Background: an optimization exercise with open tools, aiming at small area, a short achievable clock period and few clock cycles per item. Do not read the settings as production practice.
Where RTL was checked, it was by simulation tests only, not by an equivalence proof against the original.
Power and IR drop assume default switching activity.

## run 1
==> flow/design.v (excerpt) <==
module ECC_ENC_DEC
#(
parameter DATA_WIDTH = 32,
parameter AMBA_ADDR_WIDTH = 20,
parameter AMBA_WORD = 32
)
(
input wire clk,
input wire rst,
input wire [AMBA_ADDR_WIDTH-1:0] PADDR,
input wire [AMBA_WORD-1:0] PWDATA,
input wire PENABLE,
           PSEL,
           PWRITE,
output reg [AMBA_WORD-1:0] PRDATA,
output reg [DATA_WIDTH-1:0] data_out,
output reg operation_done,
output reg [1:0] num_of_errors
);
Size: roughly 0.012 mm^2 of cells after synthesis.
clock: 5.0 ns
lec_check: 0
cap_margin: 20
core_margin: 2
core_utilization: 40
cts_cluster_diameter: 70
cts_cluster_size: 25
setup_slack_margin: 2.9
slew_margin: 20
standard.sh (not shown) runs the stock make flow with config.mk's settings and CLKGATE_MAP_FILE= SYNTH_SCRIPT=/design/flow/synth_recipe.tcl, a recipe that flattens the netlist after the stock synthesis.
==> flow/flow/run.sh <==
#!/bin/bash
# The standard layout (standard.sh), with two changes to the cells it may use:
#  - the port buffers are buf_1 cells instead of the delay cell buffer_ports picks by default;
#  - the 3-input XOR/XNOR cells are added to the platform's don't-use list, so that
#    synthesis and repair build the parity trees from 2-input XOR/XNOR cells.
set -euo pipefail
export BUFFER_PORTS_ARGS="-buffer_cell sky130_fd_sc_hd__buf_1"
DU=$(make -s -C "$FLOW_HOME" DESIGN_CONFIG="$PWD/config.mk" WORK_HOME="$PWD/orfs" print-DONT_USE_CELLS 2> print.log | sed -n 's/^DONT_USE_CELLS: //p')
[ -n "$DU" ]
DU="$DU sky130_fd_sc_hd__xnor3_1 sky130_fd_sc_hd__xnor3_2 sky130_fd_sc_hd__xnor3_4 sky130_fd_sc_hd__xor3_1 sky130_fd_sc_hd__xor3_2 sky130_fd_sc_hd__xor3_4"
echo "DONT_USE_CELLS=$DU" > dont_use.txt
bash standard.sh DONT_USE_CELLS="$DU" finish > standard.log 2>&1
Testbench counts of run 1, summed over its fixed seeds: cycles 12,384, ops 1,920.
Changes in run 2 relative to run 1:
Settings: CORE_UTILIZATION changed from 40 to 30; CTS_CLUSTER_DIAMETER changed from 70 to 100.
Notes after the runs:
Run 2 vs. run 1: wire length after detailed routing increased by 7.3% relative to the old numbers, minimum clock period after layout went up by 0.0071 ns.
From run 1 to run 2 the numbers moved as follows: clock-cell share of area shrank by 1.5 points, post-route clock period utilization neither gained nor lost much, worst hold slack -0.014 ns, worst setup margin moved down.
On sequential share of layout area, run 1 and run 2 are basically level.
Re total power draw: run 1 and run 2 aren't equal, and the lower value belongs to run 2.
Core util | run 2 vs run 1 | run 2 lower
Cmp run 1 and run 2 / fraction of power consumed by the clock network / higher: run 1
The following lists how run 3 was set up differently from run 2:
Settings: a change of CORE_UTILIZATION from 30 to 40; a change of CTS_CLUSTER_SIZE from 25 to 20; a change of CTS_CLUSTER_DIAMETER from 100 to 80.
### Flow results
Every stage of the flow completed for run 3, and the final layout passed the timing, DRC and antenna checks.
On combinational power, run 3 and run 2 are neck and neck.
The simple-gate share of the synthesized area of run 3 and that of run 2 are within noise of each other.
Signed area change from the synthesized netlist to the final layout: lower on run 3
Max share of cell area taken by flip-flops and latches across run 3 and run 2: run 3
Taking run 2 as the reference, in run 3 area of the core region went down, count of state elements after synthesis did not really move, number of antenna-violating nets in the routed design did not really move, internal power summed over all cells went up, total power did not really move.
Going from run 2 to run 3, relative contribution of combinational cells to total power decreased 0.2 points; highest attainable clock frequency increased by 0.64% relative to the old numbers.
#### Input delta (run 4 over run 3)
Settings: CTS_CLUSTER_SIZE now 30, was 20; CTS_CLUSTER_DIAMETER now 100, was 80.
==> results.txt <==
Run 4: full flow OK, the timing, DRC and antenna checks passed. Run 4 leaves less setup margin than run 3. Per the comparison of run 4 with run 3, initial antenna violation count lower; cell area shows a reduction of 0.46%; growth of design area from synthesis to finish decreased by 0.51 points relative to the old numbers. Taking run 3 as the reference point, the period utilization of run 4 rises by 1.9 points. The core of run 4 is less densely filled than that of run 3. [compare] base=run 3 new=run 4: clock-pin slew on the worst setup and hold paths up 0.02 ns, non-clock buffer count in the final layout down about 2.4%. The cell with the largest stage delay on the worst path comes out sky130_fd_sc_hd__mux4_2 in one run and sky130_fd_sc_hd__nor3_1 in the other, namely in run 3 and run 4 respectively. ~same final wirelength in run 3 and run 4.

old:
ECC_ENC_DEC, a different RTL version from the one above (not shown whole).
Size in the first run: about 220 flip-flops, about 120 I/O pins, roughly 12000 µm² of cells after synthesis.
Settings: LEC_CHECK=0, CAP_MARGIN=20, CORE_MARGIN=2, CORE_UTILIZATION=40, SETUP_SLACK_MARGIN=3.0, SLEW_MARGIN=20; clock period 5.0 ns.
==> flow/flow/run.sh <==
#!/bin/bash
# The standard layout (standard.sh), with the port buffers made from buf_1 cells
# instead of the delay cell that buffer_ports picks by default.
set -euo pipefail
export BUFFER_PORTS_ARGS="-buffer_cell sky130_fd_sc_hd__buf_1"
bash standard.sh > standard.log 2>&1
Testbench counts of old, summed over its fixed seeds: cycles 12,384, ops 1,920.
Modified inputs, new compared to old
==> flow/run.sh (new file) <==
#!/bin/bash
# synth_recipe.tcl (not shown) runs the flow's synth.tcl, then flattens the netlist and writes it again
# the make line also repeats each setting of config.mk as NAME=value (left out here)
make -C /OpenROAD-flow-scripts/flow DESIGN_CONFIG=/design/flow/config.mk WORK_HOME=/design/flow/orfs CLKGATE_MAP_FILE= SYNTH_SCRIPT=/design/flow/synth_recipe.tcl finish
removed: flow/flow/run.sh
removed: flow/standard.sh
--- outcome ---
- [compare] base=old new=new: final cell count saw an increase, sequential share of layout area now sits lower, achievable clock frequency lower, share of the cycle needed by the critical path after routing now sits higher, post-layout utilization of the core saw an increase.
- Changes observed in new relative to old: total of max-cap violations was more or less identical, design area went up by about 3%, post-route total power went up by 2.0%.

ECC_ENC_DEC, a different RTL version from the one above (not shown whole).
Size: about 970 cells after synthesis.
clock: 5.0 ns
lec_check: 0
cap_margin: 20
core_margin: 2
core_utilization: 40
cts_cluster_diameter: 100
cts_cluster_size: 25
setup_slack_margin: 3.0
slew_margin: 20
==> flow/flow/run.sh <==
#!/bin/bash
# The standard layout (standard.sh), with the port buffers made from buf_1 cells
# instead of the delay cell that buffer_ports picks by default.
set -euo pipefail
export BUFFER_PORTS_ARGS="-buffer_cell sky130_fd_sc_hd__buf_1"
bash standard.sh > standard.log 2>&1
Then changed:
CTS_CLUSTER_DIAMETER = unset   (was 100)
CTS_CLUSTER_SIZE = unset   (was 25)
Result: The new run passed the timing, DRC and antenna checks; sequential cell count is unchanged; power came out higher by 8.7%; die area does not change.
No functional check of the RTL was part of any run of this note.

ECC_ENC_DEC, a different RTL version from the one above (not shown whole).
Size: roughly 0.012 sq mm of cells after synthesis.
Settings: LEC_CHECK=0, CAP_MARGIN=20, CORE_MARGIN=2, CORE_UTILIZATION=40, CTS_CLUSTER_DIAMETER=100, CTS_CLUSTER_SIZE=25, SETUP_SLACK_MARGIN=2.9, SLEW_MARGIN=20; clock period 5.0 ns.
==> flow/flow/run.sh <==
#!/bin/bash
# The standard layout (standard.sh), with two changes to the cells it may use:
#  - the port buffers are buf_1 cells instead of the delay cell buffer_ports picks by default;
#  - the 3-input XOR/XNOR cells are added to the platform's don't-use list, so that
#    synthesis and repair build the parity trees from 2-input XOR/XNOR cells.
set -euo pipefail
export BUFFER_PORTS_ARGS="-buffer_cell sky130_fd_sc_hd__buf_1"
DU=$(make -s -C "$FLOW_HOME" DESIGN_CONFIG="$PWD/config.mk" WORK_HOME="$PWD/orfs" print-DONT_USE_CELLS 2> print.log | sed -n 's/^DONT_USE_CELLS: //p')
[ -n "$DU" ]
DU="$DU sky130_fd_sc_hd__xnor3_1 sky130_fd_sc_hd__xnor3_2 sky130_fd_sc_hd__xnor3_4 sky130_fd_sc_hd__xor3_1 sky130_fd_sc_hd__xor3_2 sky130_fd_sc_hd__xor3_4"
echo "DONT_USE_CELLS=$DU" > dont_use.txt
bash standard.sh DONT_USE_CELLS="$DU" finish > standard.log 2>&1
Edit:
- SETUP_SLACK_MARGIN: 2.9 -> 2.95
- The new run finished clean
- setup slack is better by 0.081 ns
- maximum frequency grows by 4.0%
- cell area climbs by 1.8%
- hold slack is about the same
No run of this note included a check of the RTL's function; only the layout flow was run.

== yarrow ==
Another version of the RTL of ECC_ENC_DEC (not shown whole).
Size: roughly 930 cells after synthesis, ~220 flip-flops, roughly 120 I/O pins, about 11000 µm² of cells after synthesis.
export LEC_CHECK = 0
export CAP_MARGIN = 20
export CORE_MARGIN = 2
export CORE_UTILIZATION = 40
export CTS_CLUSTER_DIAMETER = 100
export CTS_CLUSTER_SIZE = 25
export SETUP_SLACK_MARGIN = 2.9
export SLEW_MARGIN = 20
create_clock -name core_clock -period 5.0 [get_ports {clk}]
Scripts as last shown in full above: flow/flow/run.sh
Testbench counts of yarrow, summed over its fixed seeds: cycles 12,384, ops 1,920.
## Diff of input files: cedar against yarrow
diff --git a/flow/config.mk b/flow/config.mk
--- a/flow/config.mk
+++ b/flow/config.mk
@@ -11,4 +11,4 @@
 export CTS_CLUSTER_DIAMETER = 100
 export CTS_CLUSTER_SIZE = 25
-export SETUP_SLACK_MARGIN = 2.9
+export SETUP_SLACK_MARGIN = 2.92
 export SLEW_MARGIN = 20
--- outcome ---
- Compared with yarrow, in cedar routed via count saw an increase; final cell area excluding filler cells saw an increase; transition time at the pin with the least slew margin saw a decrease.
- yarrow reports its classification of the worst setup path as reg2out while cedar reports reg2reg.
Changes in zinc relative to cedar:
diff --git a/flow/config.mk b/flow/config.mk
--- a/flow/config.mk
+++ b/flow/config.mk
@@ -9,6 +9,6 @@
 export CORE_MARGIN = 2
 export CORE_UTILIZATION = 40
-export CTS_CLUSTER_DIAMETER = 100
-export CTS_CLUSTER_SIZE = 25
-export SETUP_SLACK_MARGIN = 2.92
+export CTS_CLUSTER_DIAMETER = 80
+export CTS_CLUSTER_SIZE = 20
+export SETUP_SLACK_MARGIN = 2.95
 export SLEW_MARGIN = 20
[zinc] share of total power in sequential cells fell 0.7 points relative to cedar. Looking at number of buffer and inverter instances along the worst setup path, zinc sits 1 higher than cedar does. Area growth from synthesis to layout sits higher in zinc than in cedar. Row time the worst path needs with I/O delays and setup: zinc lower / cedar higher.
Here is what was changed in the inputs of indigo compared with zinc.
diff --git a/flow/flow/run.sh b/flow/flow/run.sh
--- a/flow/flow/run.sh
+++ b/flow/flow/run.sh
@@ -3,5 +3,6 @@
 #  - the port buffers are buf_1 cells instead of the delay cell buffer_ports picks by default;
 #  - the 3-input XOR/XNOR cells are added to the platform's don't-use list, so that
-#    synthesis and repair build the parity trees from 2-input XOR/XNOR cells.
+#    synthesis and repair build the parity trees from 2-input XOR/XNOR cells;
+#  - the clock tree is built without dummy loads.
 set -euo pipefail
 export BUFFER_PORTS_ARGS="-buffer_cell sky130_fd_sc_hd__buf_1"
@@ -10,3 +11,4 @@
 DU="$DU sky130_fd_sc_hd__xnor3_1 sky130_fd_sc_hd__xnor3_2 sky130_fd_sc_hd__xnor3_4 sky130_fd_sc_hd__xor3_1 sky130_fd_sc_hd__xor3_2 sky130_fd_sc_hd__xor3_4"
 echo "DONT_USE_CELLS=$DU" > dont_use.txt
+export CTS_ARGS="-sink_clustering_enable -repair_clock_nets -dont_use_dummy_load -sink_clustering_size 25 -sink_clustering_max_diameter 100"
 bash standard.sh DONT_USE_CELLS="$DU" finish > standard.log 2>&1
diff --git a/flow/config.mk b/flow/config.mk
--- a/flow/config.mk
+++ b/flow/config.mk
@@ -9,6 +9,4 @@
 export CORE_MARGIN = 2
 export CORE_UTILIZATION = 40
-export CTS_CLUSTER_DIAMETER = 80
-export CTS_CLUSTER_SIZE = 20
 export SETUP_SLACK_MARGIN = 2.95
 export SLEW_MARGIN = 20
==> results.txt <==
Flip-flop and latch count delta (zinc -> indigo): insignificant. Measured against each other, zinc and indigo differ in worst hold slack, the lower figure coming from zinc. Looking at clock slew at the register clock pins of the worst setup and hold paths across zinc and indigo, the one that comes out higher is indigo. Going from zinc to indigo, the starting DRC count in detailed routing was found to have gone up by 9.2%. For the final standard cell utilization of the core, indigo came in 0.40 points lower than zinc did. Per the comparison of indigo with zinc, cell area after layout now smaller; area fraction in and, or, nand and nor cells after synthesis neither gained nor lost much; synthesized cell count flat. Die area delta (zinc -> indigo): insignificant.

== pepper ==
ECC_ENC_DEC with an RTL version that a note above also has.
For scale: ~1100 cells after synthesis, ~120 I/O pins.
clock: 5.0 ns
lec_check: 0
cap_margin: 20
core_margin: 2
core_utilization: 40
slew_margin: 20
run.sh (not shown) runs the stock make flow with config.mk's settings and CLKGATE_MAP_FILE= SYNTH_SCRIPT=/design/flow/synth_recipe.tcl, a recipe that flattens the netlist after the stock synthesis.
Stock flow here: none of the scripts above is used.
Testbench counts of pepper, summed over its fixed seeds: cycles 12,384, ops 1,920.
Here is what was changed in the inputs of juniper compared with pepper.
# pepper
export LEC_CHECK = 0
export CAP_MARGIN = 20
export CORE_MARGIN = 2
export CORE_UTILIZATION = 40
export SLEW_MARGIN = 20
create_clock -name core_clock -period 5.0 [get_ports {clk}]
# juniper
export LEC_CHECK = 0
export ABC_CLOCK_PERIOD_IN_PS = 1800
export CAP_MARGIN = 20
export CORE_MARGIN = 2
export CORE_UTILIZATION = 40
export SETUP_SLACK_MARGIN = 3.0
export SLEW_MARGIN = 20
create_clock -name core_clock -period 5.0 [get_ports {clk}]
[summary]
Timing, DRC, antenna: 0 failures across juniper and pepper
juniper — global-route usage 0.88 points higher, pepper as reference
Looking at area growth from synthesis to layout, juniper sits above pepper.
Wire length in juniper is 6.2% higher than in pepper
NOTE final area pepper->juniper increased by a few percent
Delta(relative contribution of combinational cells to total power, juniper - pepper) > 0
As far as count of sequential standard cells goes, juniper and pepper are indistinguishable; the numbers are identical.
juniper and pepper ended up with roughly the same max capacitance violation total.

Another version of the RTL of ECC_ENC_DEC (not shown whole).
Size in the first run: ~1000 cells after synthesis, roughly 220 flip-flops, about 120 I/O pins, ~12000 um2 of cells after synthesis.
clock: 5.0 ns
lec_check: 0
cap_margin: 20
core_margin: 2
core_utilization: 60
cts_cluster_diameter: 100
cts_cluster_size: 25
place_density: 0.75
setup_slack_margin: 3.0
slew_margin: 20
standard.sh (not shown) runs the stock make flow with config.mk's settings and CLKGATE_MAP_FILE= SYNTH_SCRIPT=/design/flow/synth_recipe.tcl, a recipe that flattens the netlist after the stock synthesis.
==> flow/flow/run.sh <==
#!/bin/bash
# The standard layout (standard.sh), with the port buffers made from buf_1 cells
# instead of the delay cell that buffer_ports picks by default.
set -euo pipefail
export BUFFER_PORTS_ARGS="-buffer_cell sky130_fd_sc_hd__buf_1"
bash standard.sh > standard.log 2>&1
Testbench counts at the start, summed over its fixed seeds: cycles 12,384, ops 1,920.
==> next run, changes <==
- CORE_UTILIZATION: 60 -> 40
- PLACE_DENSITY: 0.75 -> not set
- SETUP_SLACK_MARGIN: 3.0 -> 2.8
Outcome: The new run completed with no timing, DRC or antenna violations; utilization shrinks by 27 points; count of clock-buffer cells in the layout is unchanged; first-iteration DRC count shrinks by about a fifth; flip-flop and latch count does not change; design area shrinks by a few percent; worst hold slack loses 0.0043 ns; worst setup slack gains 0.0035 ns; sequential share of layout area grows by 2.2 points; routed wire length shrinks by a few percent.

ECC_ENC_DEC with an RTL version that a note above also has.
Size in the first run: about 930 cells after synthesis, about 120 I/O pins, roughly 0.011 sq mm of cells after synthesis.
Design ECC_ENC_DEC, start of the top module:
module ECC_ENC_DEC
#(
parameter DATA_WIDTH = 32,
parameter AMBA_ADDR_WIDTH = 20,
parameter AMBA_WORD = 32
)
(
input wire clk,
input wire rst,
input wire [AMBA_ADDR_WIDTH-1:0] PADDR,
input wire [AMBA_WORD-1:0] PWDATA,
input wire PENABLE,
           PSEL,
           PWRITE,
output reg [AMBA_WORD-1:0] PRDATA,
output reg [DATA_WIDTH-1:0] data_out,
output reg operation_done,
output reg [1:0] num_of_errors
);
reg [31:0] CTRL_REG, DATA_IN_REG, CODEWORD_WIDTH_REG, NOISE_REG;
reg [3:0] we;
always @(posedge clk or negedge rst) begin : wr_decode
  if (!rst) we <= 4'd0;
  else begin
    we[0] <= PSEL & ~PENABLE & PWRITE & (PADDR[3:2] == 2'b00);
    we[1] <= PSEL & ~PENABLE & PWRITE & (PADDR[3:2] == 2'b01);
    we[2] <= PSEL & ~PENABLE & PWRITE & (PADDR[3:2] == 2'b10);
    we[3] <= PSEL & ~PENABLE & PWRITE & (PADDR[3:2] == 2'b11);
  end
end
always @(posedge clk or negedge rst) begin : regs
  if (!rst) begin
    DATA_IN_REG <= 32'd0; CODEWORD_WIDTH_REG[1:0] <= 2'd0; NOISE_REG <= 32'd0;
  end else begin
    if (we[1]) DATA_IN_REG <= PWDATA;
    if (we[2]) CODEWORD_WIDTH_REG[1:0] <= PWDATA[1:0];
    if (we[3]) NOISE_REG <= PWDATA;
  end
end
reg clr_n;
always @(posedge clk or negedge rst) begin : clear_ctl
  if (!rst) clr_n <= 1'b0;
  else clr_n <= 1'b1;
end
wire [31:0] wdata = PWDATA & {32{clr_n}};
always @(posedge clk) begin : regs_rb
  if (we[0] | ~clr_n) CTRL_REG <= wdata;
  if (we[2] | ~clr_n) CODEWORD_WIDTH_REG[31:2] <= wdata[31:2];
end
always @(posedge clk or negedge rst) begin : done_reg
  if (!rst) operation_done <= 1'b0;
  else operation_done <= we[0];
end
always @(posedge clk) begin : rd
  case (PADDR[3:2])
    2'b00: PRDATA <= CTRL_REG;
    2'b01: PRDATA <= DATA_IN_REG;
    2'b10: PRDATA <= CODEWORD_WIDTH_REG;
    default: PRDATA <= NOISE_REG;
  endcase
end
wire wS = ~CODEWORD_WIDTH_REG[1] & ~CODEWORD_WIDTH_REG[0];
  ...
export LEC_CHECK = 0
export CAP_MARGIN = 20
export CORE_MARGIN = 2
export CORE_UTILIZATION = 40
export CTS_CLUSTER_DIAMETER = 100
export CTS_CLUSTER_SIZE = 30
export SETUP_SLACK_MARGIN = 2.95
export SLEW_MARGIN = 20
create_clock -name core_clock -period 5.0 [get_ports {clk}]
==> flow/flow/run.sh <==
#!/bin/bash
# The standard layout (standard.sh), with two changes to the cells it may use:
#  - the port buffers are buf_1 cells instead of the delay cell buffer_ports picks by default;
#  - the 3-input XOR/XNOR cells are added to the platform's don't-use list, so that
#    synthesis and repair build the parity trees from 2-input XOR/XNOR cells.
set -euo pipefail
export BUFFER_PORTS_ARGS="-buffer_cell sky130_fd_sc_hd__buf_1"
DU=$(make -s -C "$FLOW_HOME" DESIGN_CONFIG="$PWD/config.mk" WORK_HOME="$PWD/orfs" print-DONT_USE_CELLS 2> print.log | sed -n 's/^DONT_USE_CELLS: //p')
[ -n "$DU" ]
DU="$DU sky130_fd_sc_hd__xnor3_1 sky130_fd_sc_hd__xnor3_2 sky130_fd_sc_hd__xnor3_4 sky130_fd_sc_hd__xor3_1 sky130_fd_sc_hd__xor3_2 sky130_fd_sc_hd__xor3_4"
echo "DONT_USE_CELLS=$DU" > dont_use.txt
bash standard.sh DONT_USE_CELLS="$DU" finish > standard.log 2>&1
The baseline finished clean.
Testbench counts at the start, summed over its fixed seeds: cycles 12,384, ops 1,920.
Change:
- CTS_CLUSTER_SIZE: 30 -> 25
- SETUP_SLACK_MARGIN: 2.95 -> 2.97
=>
- utilization rose by 0.50 points
- die area does not change
- via count rose by 1.4%
- global-route usage rose by 0.22 points
- final cell count rose by 0.72%
- wire length rose by 2.2%
- sequential cell count stays the same
- clock-buffer cell count rose by 5
- sequential share of layout area fell by 0.48 points
- maximum frequency rose by 0.69%
- cell area rose by 1.1%
Change:
- SETUP_SLACK_MARGIN: 2.97 -> 2.93
The new run completed with no timing, DRC or antenna violations.
Hold slack gets worse by 0.0071 ns.
First-iteration DRC count drops by 7.5%.
Die area does not change.
Total power climbs by 0.47%.
Maximum frequency drops by 2.9%.
Combinational power is about the same.
Design area drops by 0.73%.
Synthesized area is unchanged.
Routed wire length drops by 0.84%.
Setup slack gets worse by 0.061 ns.
Change:
- SETUP_SLACK_MARGIN: 2.93 -> 2.95
What happened: The new run went through all stages and came out clean; clock-buffer cell count increases by 2; clock skew drops by 0.0097 ns; flip-flop and latch count stays the same; maximum frequency grows by 2.7%; area after synthesis is unchanged; wire length decreases by 1.2%; worst setup slack is better by 0.054 ns; die area stays the same; power stays flat; global-route usage went down by 0.11 points.
Change:
- SETUP_SLACK_MARGIN: 2.95 -> 3.0
Effect: Clock power is about the same. Cell area increases by 2.0%. Wire length came out higher by 2.8%. Sequential power is higher by about 2%.

port drivers added, routing unchanged:
The flow's constraints put no driver on any port. The routed layouts listed below were extracted and timed again, unchanged, in two steps.
Step 1, drivers: a clkbuf_16 drives clk and a buf_2 each remaining input, both assumed.
Step 2 times the ports against the registers' clock, not the clock port: input delays grow and output delays shrink by t, the midpoint of the rising clock arrivals with the driver on.
Three values: no drivers, after step 1, after step 2; two values: the first two.
run | t (ns) | slack for setup (ns) | hold slack, ns | clock arrival spread, ns | cell pins on the clock port's net
run 1 | 0.550 | 2.955 / 2.921 / 2.475 | 0.389 / 0.389 / 0.389 | 0.020 / 0.021 | 1
run 2 | 0.544 | 2.948 / 2.898 / 2.450 | 0.375 / 0.375 / 0.375 | 0.020 / 0.019 | 1
run 3 | 0.520 | 2.961 / 2.952 / 2.468 | 0.380 / 0.380 / 0.380 | 0.013 / 0.013 | 1
run 4 | 0.529 | 2.868 / 2.868 / 2.481 | 0.386 / 0.386 / 0.386 | 0.024 / 0.024 | 1
old | 0.573 | 2.918 / 2.918 / 2.554 | 0.500 / 0.500 / 0.500 | 0.010 / 0.010 | 1
new | 0.573 | 2.855 / 2.855 / 2.512 | 0.498 / 0.490 / 0.498 | 0.021 / 0.020 | 1
the first run of note 3 | 0.530 | 2.828 / 2.828 / 2.534 | 0.508 / 0.508 / 0.508 | 0.021 / 0.021 | 1
the second run of note 3 | 0.564 | 2.779 / 2.779 / 2.529 | 0.501 / 0.501 / 0.501 | 0.009 / 0.009 | 1
the first run of note 4 | 0.537 | 2.883 / 2.883 / 2.545 | 0.403 / 0.403 / 0.403 | 0.022 / 0.022 | 1
the second run of note 4 | 0.534 | 2.964 / 2.928 / 2.569 | 0.402 / 0.402 / 0.402 | 0.019 / 0.019 | 1
yarrow | 0.528 | 2.954 / 2.910 / 2.466 | 0.380 / 0.360 / 0.391 | 0.022 / 0.021 | 1
cedar | 0.528 | 2.932 / 2.928 / 2.553 | 0.386 / 0.386 / 0.386 | 0.026 / 0.026 | 1
zinc | 0.546 | 2.983 / 2.933 / 2.526 | 0.377 / 0.377 / 0.377 | 0.032 / 0.033 | 1
indigo | 0.526 | 2.988 / 2.936 / 2.567 | 0.381 / 0.381 / 0.381 | 0.035 / 0.036 | 1
pepper | 0.573 | 2.409 / 2.409 / 2.014 | 0.498 / 0.498 / 0.498 | 0.012 / 0.011 | 1
juniper | 0.573 | 2.855 / 2.855 / 2.512 | 0.498 / 0.490 / 0.498 | 0.021 / 0.020 | 1
the first run of note 7 | 0.528 | 2.872 / 2.872 / 2.512 | 0.512 / 0.512 / 0.512 | 0.010 / 0.010 | 1
the second run of note 7 | 0.534 | 2.876 / 2.876 / 2.402 | 0.507 / 0.485 / 0.510 | 0.014 / 0.015 | 1
the first run of note 8 | 0.525 | 2.986 / 2.936 / 2.548 | 0.371 / 0.371 / 0.371 | 0.024 / 0.024 | 1
the second run of note 8 | 0.528 | 2.999 / 2.951 / 2.546 | 0.388 / 0.388 / 0.388 | 0.022 / 0.023 | 1
the third run of note 8 | 0.530 | 2.939 / 2.939 / 2.548 | 0.381 / 0.381 / 0.381 | 0.028 / 0.028 | 1
the fourth run of note 8 | 0.532 | 2.992 / 2.940 / 2.533 | 0.382 / 0.382 / 0.382 | 0.020 / 0.021 | 1
the fifth run of note 8 | 0.524 | 3.019 / 2.973 / 2.594 | 0.380 / 0.380 / 0.380 | 0.010 / 0.011 | 1
After both steps setup and hold are still met in every run listed. The setup slack of run 2, which loses most, moves by -0.050 ns with the drivers and by -0.498 ns with both steps.
